Context: an optimization exercise on an open-source flow, tuned for small area, a short achievable clock period and few clock cycles. The choices shown serve that exercise and are no tape-out recipe.
In this exercise RTL edits were held to simulation tests only and were not proved equivalent to the original.
The flow treats the clock pin as an ideal source, which a real chip does not have.
Power is estimated from default activity; no workload was simulated.

==> flow/design.v <==
`timescale 100ps / 100ps
`default_nettype none
module BESDPB #(
    parameter DATA_FILE = "",
    parameter ADDRESS_BITWIDTH = 16,
    parameter DATA_BITWIDTH = 32,
    parameter COLUMN_BITWIDTH = 8,
    parameter COLUMN_COUNT = DATA_BITWIDTH / COLUMN_BITWIDTH
) (
    input wire clk,
    input wire [COLUMN_COUNT-1:0] write_enable,
    input wire [ADDRESS_BITWIDTH-1:0] address,
    output wire [DATA_BITWIDTH-1:0] data_out,
    input wire [DATA_BITWIDTH-1:0] data_in
);
  reg [DATA_BITWIDTH-1:0] data[2**ADDRESS_BITWIDTH-1:0];
  assign data_out = data[address];
  always @(posedge clk) begin
    for (int i = 0; i < COLUMN_COUNT; i++) begin
      if (write_enable[i]) begin
        data[address][(i+1)*COLUMN_BITWIDTH-1-:COLUMN_BITWIDTH] <= data_in[(i+1)*COLUMN_BITWIDTH-1-:COLUMN_BITWIDTH];
      end
    end
  end
endmodule
`default_nettype wire
`timescale 100ps / 100ps
`default_nettype none
module Cache #(
    parameter LINE_IX_BITWIDTH = 4,
    parameter BURST_RAM_DEPTH_BITWIDTH = 21,
    parameter COMMAND_DELAY_INTERVAL = 14,
    parameter RAM_ADDRESSING = 3
) (
    input wire clk,
    input wire rst,
    input wire [31:0] address,
    output reg [31:0] data_out,
    output reg data_out_ready,
    input wire [31:0] data_in,
    input wire [3:0] write_enable,
    output reg busy,
    output reg br_cmd,   
    output reg br_cmd_en,
    output reg [BURST_RAM_DEPTH_BITWIDTH-1:0] br_addr,
    output reg [63:0] br_wr_data,
    output wire [7:0] br_data_mask,
    input wire [63:0] br_rd_data,
    input wire br_rd_data_valid
);
  localparam LINE_COUNT = 2 ** LINE_IX_BITWIDTH;
  localparam TAG_BITWIDTH = 32 - LINE_IX_BITWIDTH - 3 - 2 - 8;   
  assign br_data_mask = 8'h0F;
  reg [31:0] data[LINE_COUNT][8];
  reg [TAG_BITWIDTH-1:0] tags[LINE_COUNT];
  reg [LINE_COUNT-1:0] lines_valid;
  reg [LINE_COUNT-1:0] lines_dirty;
  wire [TAG_BITWIDTH-1:0] in_tag = address[23:9];
  wire [LINE_IX_BITWIDTH-1:0] in_idx = address[8:5];
  wire [2:0] in_col = address[4:2];
  wire in_write = write_enable != 0;
  wire [LINE_COUNT-1:0] match;
  for (genvar l = 0; l < LINE_COUNT; l++) begin : cmp
    assign match[l] = lines_valid[l] && tags[l] == in_tag;
  end
  wire in_hit = match[in_idx];
  wire in_dirty = lines_valid[in_idx] && lines_dirty[in_idx];
  reg st_req;   
  reg st_hit;   
  reg st_miss;   
  reg st_wb;   
  reg st_fill;   
  reg st_done;   
  reg wb_pending;   
  reg [3:0] cnt;   
  reg [1:0] beat;   
  reg [LINE_COUNT-1:0] lsel;   
  reg [3:0] psel;   
  reg [4*LINE_COUNT-1:0] rsel;   
  reg [3:0] fill_pair;   
  reg cpu_go;   
  reg [3:0] cpu_ce[8];   
  reg [3:0] from_ram[8];   
  reg fill_word;   
  reg word_hi;   
  wire take_ram = fill_word && br_rd_data_valid;
  wire take_hi = !take_ram && word_hi;
  wire take_lo = !take_ram && !word_hi;
  reg [TAG_BITWIDTH-1:0] old_tag;
  always_comb begin
    old_tag = 0;
    for (int l = 0; l < LINE_COUNT; l++) old_tag = old_tag | {TAG_BITWIDTH{lsel[l]}} & tags[l];
  end
  reg [63:0] pair;
  always_comb begin
    pair = 0;
    for (int k = 0; k < 4 * LINE_COUNT; k++) begin
      pair = pair | ({64{rsel[k]}} & {data[k/4][2*(k%4)+1], data[k/4][2*(k%4)]});
    end
  end
  always_ff @(posedge clk) begin
    for (int l = 0; l < LINE_COUNT; l++) begin
      for (int c = 0; c < 8; c++) begin
        for (int b = 0; b < 4; b++) begin
          if (lsel[l] && (fill_pair[c/2] || cpu_go && cpu_ce[c][b])) begin
            data[l][c][8*b+:8] <= from_ram[c][b] ? br_rd_data[32*(c%2)+8*b+:8] : data_in[8*b+:8];
          end
        end
      end
    end
  end
  wire cnt_zero = cnt == 0;
  wire beat_in = st_fill && br_rd_data_valid;
  wire last_beat = beat_in && beat == 3;
  wire req_fill = st_req && !in_hit && cnt_zero && !in_dirty;   
  wire miss_cmd = st_miss && cnt_zero && (!wb_pending || psel[0]);
  wire st_req_n = st_done || last_beat && !busy;
  wire st_hit_n = st_req && in_hit && !in_write;
  wire st_miss_n = st_req && !in_hit && !req_fill || st_miss && !miss_cmd || st_wb && psel[3];
  wire st_wb_n = miss_cmd && wb_pending || st_wb && !psel[3];
  wire st_fill_n = req_fill || miss_cmd && !wb_pending || st_fill && !last_beat;
  wire st_done_n = st_req && in_hit && in_write || st_hit || last_beat && busy;
  wire cmd_n = req_fill || miss_cmd;   
  reg busy_n;
  always_comb begin
    busy_n = busy;
    if (st_req) busy_n = !(in_hit && in_write);
    if (st_hit) busy_n = 0;
    if (st_done) busy_n = 1;
    if (beat_in && beat == 2 && (in_write || in_col[2:1] != 3)) busy_n = 0;
    if (last_beat) busy_n = !busy;
  end
  wire [1:0] beat_n = st_req ? 2'd0 : beat_in ? beat + 2'd1 : beat;
  reg [3:0] psel_n;
  always_comb begin
    psel_n = 4'b0001 << in_col[2:1];
    if (st_miss) psel_n = wb_pending && miss_cmd ? 4'b0010 : 4'b0001;
    if (st_wb) psel_n = {psel[2:0], psel[3]};
  end
  wire filling_n = st_fill && !last_beat;
  always_ff @(posedge clk) begin
    lsel <= 0;
    lsel[in_idx] <= 1;
    psel <= psel_n;
    for (int k = 0; k < 4 * LINE_COUNT; k++) rsel[k] <= in_idx == k / 4 && psel_n[k%4];
    for (int p = 0; p < 4; p++) fill_pair[p] <= !rst && filling_n && beat_n == p;
    cpu_go <= !rst && !busy_n && in_write;
    for (int c = 0; c < 8; c++) begin
      for (int b = 0; b < 4; b++) begin
        cpu_ce[c][b] <= in_col == c && write_enable[b];
        from_ram[c][b] <= !(in_col == c && write_enable[b]);
      end
    end
    fill_word <= filling_n && beat_n == in_col[2:1];
    word_hi <= in_col[0];
  end
  always_ff @(posedge clk) begin
    for (int l = 0; l < LINE_COUNT; l++) begin
      if (lsel[l] && last_beat) tags[l] <= in_tag;
    end
  end
  always_ff @(posedge clk) begin
    if (rst) begin
      lines_valid <= 0;
      lines_dirty <= 0;
    end else begin
      for (int l = 0; l < LINE_COUNT; l++) begin
        if (lsel[l]) begin
          if (last_beat) begin
            lines_valid[l] <= 1;
            lines_dirty[l] <= cpu_go;
          end else if (cpu_go) begin
            lines_dirty[l] <= 1;
          end
        end
      end
    end
  end
  always_ff @(posedge clk) begin
    if (rst) begin
      st_req <= 1;
      st_hit <= 0;
      st_miss <= 0;
      st_wb <= 0;
      st_fill <= 0;
      st_done <= 0;
      busy <= 1;
      data_out_ready <= 0;
      br_cmd_en <= 0;
      cnt <= 0;
    end else begin
      st_req <= st_req_n;
      st_hit <= st_hit_n;
      st_miss <= st_miss_n;
      st_wb <= st_wb_n;
      st_fill <= st_fill_n;
      st_done <= st_done_n;
      busy <= busy_n;
      data_out_ready <= !busy_n && !in_write;
      br_cmd_en <= cmd_n;
      if (cmd_n) cnt <= 4'(COMMAND_DELAY_INTERVAL - 1);
      else if (cnt != 0) cnt <= cnt - 1;
    end
  end
  always_ff @(posedge clk) begin
    beat <= beat_n;
    if (st_req) wb_pending <= in_dirty;
    else if (cmd_n) wb_pending <= 0;
    br_cmd <= st_miss && wb_pending;
    br_addr <= {st_miss && wb_pending ? old_tag : in_tag, in_idx, 2'b00};
    br_wr_data <= pair;
    data_out <= {32{take_hi}} & pair[63:32] | {32{take_lo}} & pair[31:0] |
                {32{take_ram}} & (word_hi ? br_rd_data[63:32] : br_rd_data[31:0]);
  end
endmodule
`default_nettype wire
Settings: LEC_CHECK=0, CAP_MARGIN=25, CORE_MARGIN=2, CORE_UTILIZATION=45, CTS_CLUSTER_DIAMETER=60, CTS_CLUSTER_SIZE=30, PLACE_DENSITY=0.6, SETUP_SLACK_MARGIN=5, SLEW_MARGIN=30; clock period 9.0 ns.
standard.sh (not shown) runs the stock make flow with config.mk's settings and CLKGATE_MAP_FILE= SYNTH_SCRIPT=/design/flow/synth_recipe.tcl, a recipe that flattens the netlist after the stock synthesis.
==> flow/flow/run.sh <==
#!/bin/bash
set -euo pipefail
bash standard.sh SETUP_SLACK_MARGIN=5.8 PRE_CTS_TCL="$PWD/flow/near_pins.tcl" finish > standard.log 2>&1
==> flow/flow/near_pins.tcl <==
# Before CTS: move each flip-flop that drives an output port's buffer next to
# that buffer, then legalize the placement again.
set block [ord::get_db_block]
set moved 0
foreach bterm [$block getBTerms] {
  if {[$bterm getIoType] != "OUTPUT"} { continue }
  set net [$bterm getNet]
  if {$net == "NULL"} { continue }
  set buf ""
  foreach it [$net getITerms] {
    if {[$it isOutputSignal]} { set buf [$it getInst] }
  }
  if {$buf == ""} { continue }
  set ff ""
  foreach bit [$buf getITerms] {
    if {![$bit isInputSignal]} { continue }
    set in_net [$bit getNet]
    if {$in_net == "NULL"} { continue }
    foreach it [$in_net getITerms] {
      if {[$it isOutputSignal]} { set ff [$it getInst] }
    }
  }
  if {$ff == ""} { continue }
  if {![string match "*df*" [[$ff getMaster] getName]]} { continue }
  set loc [$buf getLocation]
  $ff setLocation [lindex $loc 0] [lindex $loc 1]
  $ff setPlacementStatus PLACED
  incr moved
}
puts "near_pins: moved $moved flip-flops next to their output buffers"
detailed_placement
check_placement
The first run ran to the end with no violations.
Testbench counts at the start, summed over its fixed seeds: cycles 391,830.
==> next run, changes <==
--- a/flow/config.mk
+++ b/flow/config.mk
@@ -7,3 +7,3 @@
 export LEC_CHECK = 0
-export CAP_MARGIN = 25
+export CAP_MARGIN = 30
 export CORE_MARGIN = 2
@@ -14,2 +14,2 @@
 export SETUP_SLACK_MARGIN = 5
-export SLEW_MARGIN = 30
+export SLEW_MARGIN = 45
=> Core utilization climbs by 0.21 points. Worst setup slack gains 0.064 ns. Cell count barely changes. Power barely changes. Flip-flop and latch count is unchanged. Clock-buffer cell count increases by 9. Final area increases by 0.41%. First-iteration DRC count falls by 5.2%. Clock power hardly moves. Hold slack gets worse by 0.0054 ns. Via count is lower by 1.7%.

## port drivers added, routing unchanged
The results above use ideal ports. As a check the final layouts listed here were re-extracted and re-timed, cells and wires unchanged. Step 1, drivers: a clkbuf_16 drives clk and a buf_2 each remaining input, both assumed. Step 2, shift: input delay + t, output delay - t, t = (earliest + latest rising clock arrival at the registers) / 2. This alone moves slack from input paths to output paths. Slacks: no drivers / after step 1 / after step 2; pairs: no drivers / after step 1.
| run | t (ns) | slack for setup (ns) | hold WS [ns] | worst setup path at the end | worst register clock-pin slew, ns |
|---|---|---|---|---|---|
| the first run | 1.157 | 5.592 / 5.534 / 4.712 | 0.508 / 0.508 / 0.508 | input to register | 0.11 / 0.11 |
| the second run | 1.123 | 5.656 / 5.575 / 4.653 | 0.503 / 0.503 / 0.503 | input to register | 0.10 / 0.10 |
After both steps setup and hold are still met in every run listed. The setup slack of the second run, which loses most, moves by -0.081 ns with the drivers and by -1.003 ns with both steps.
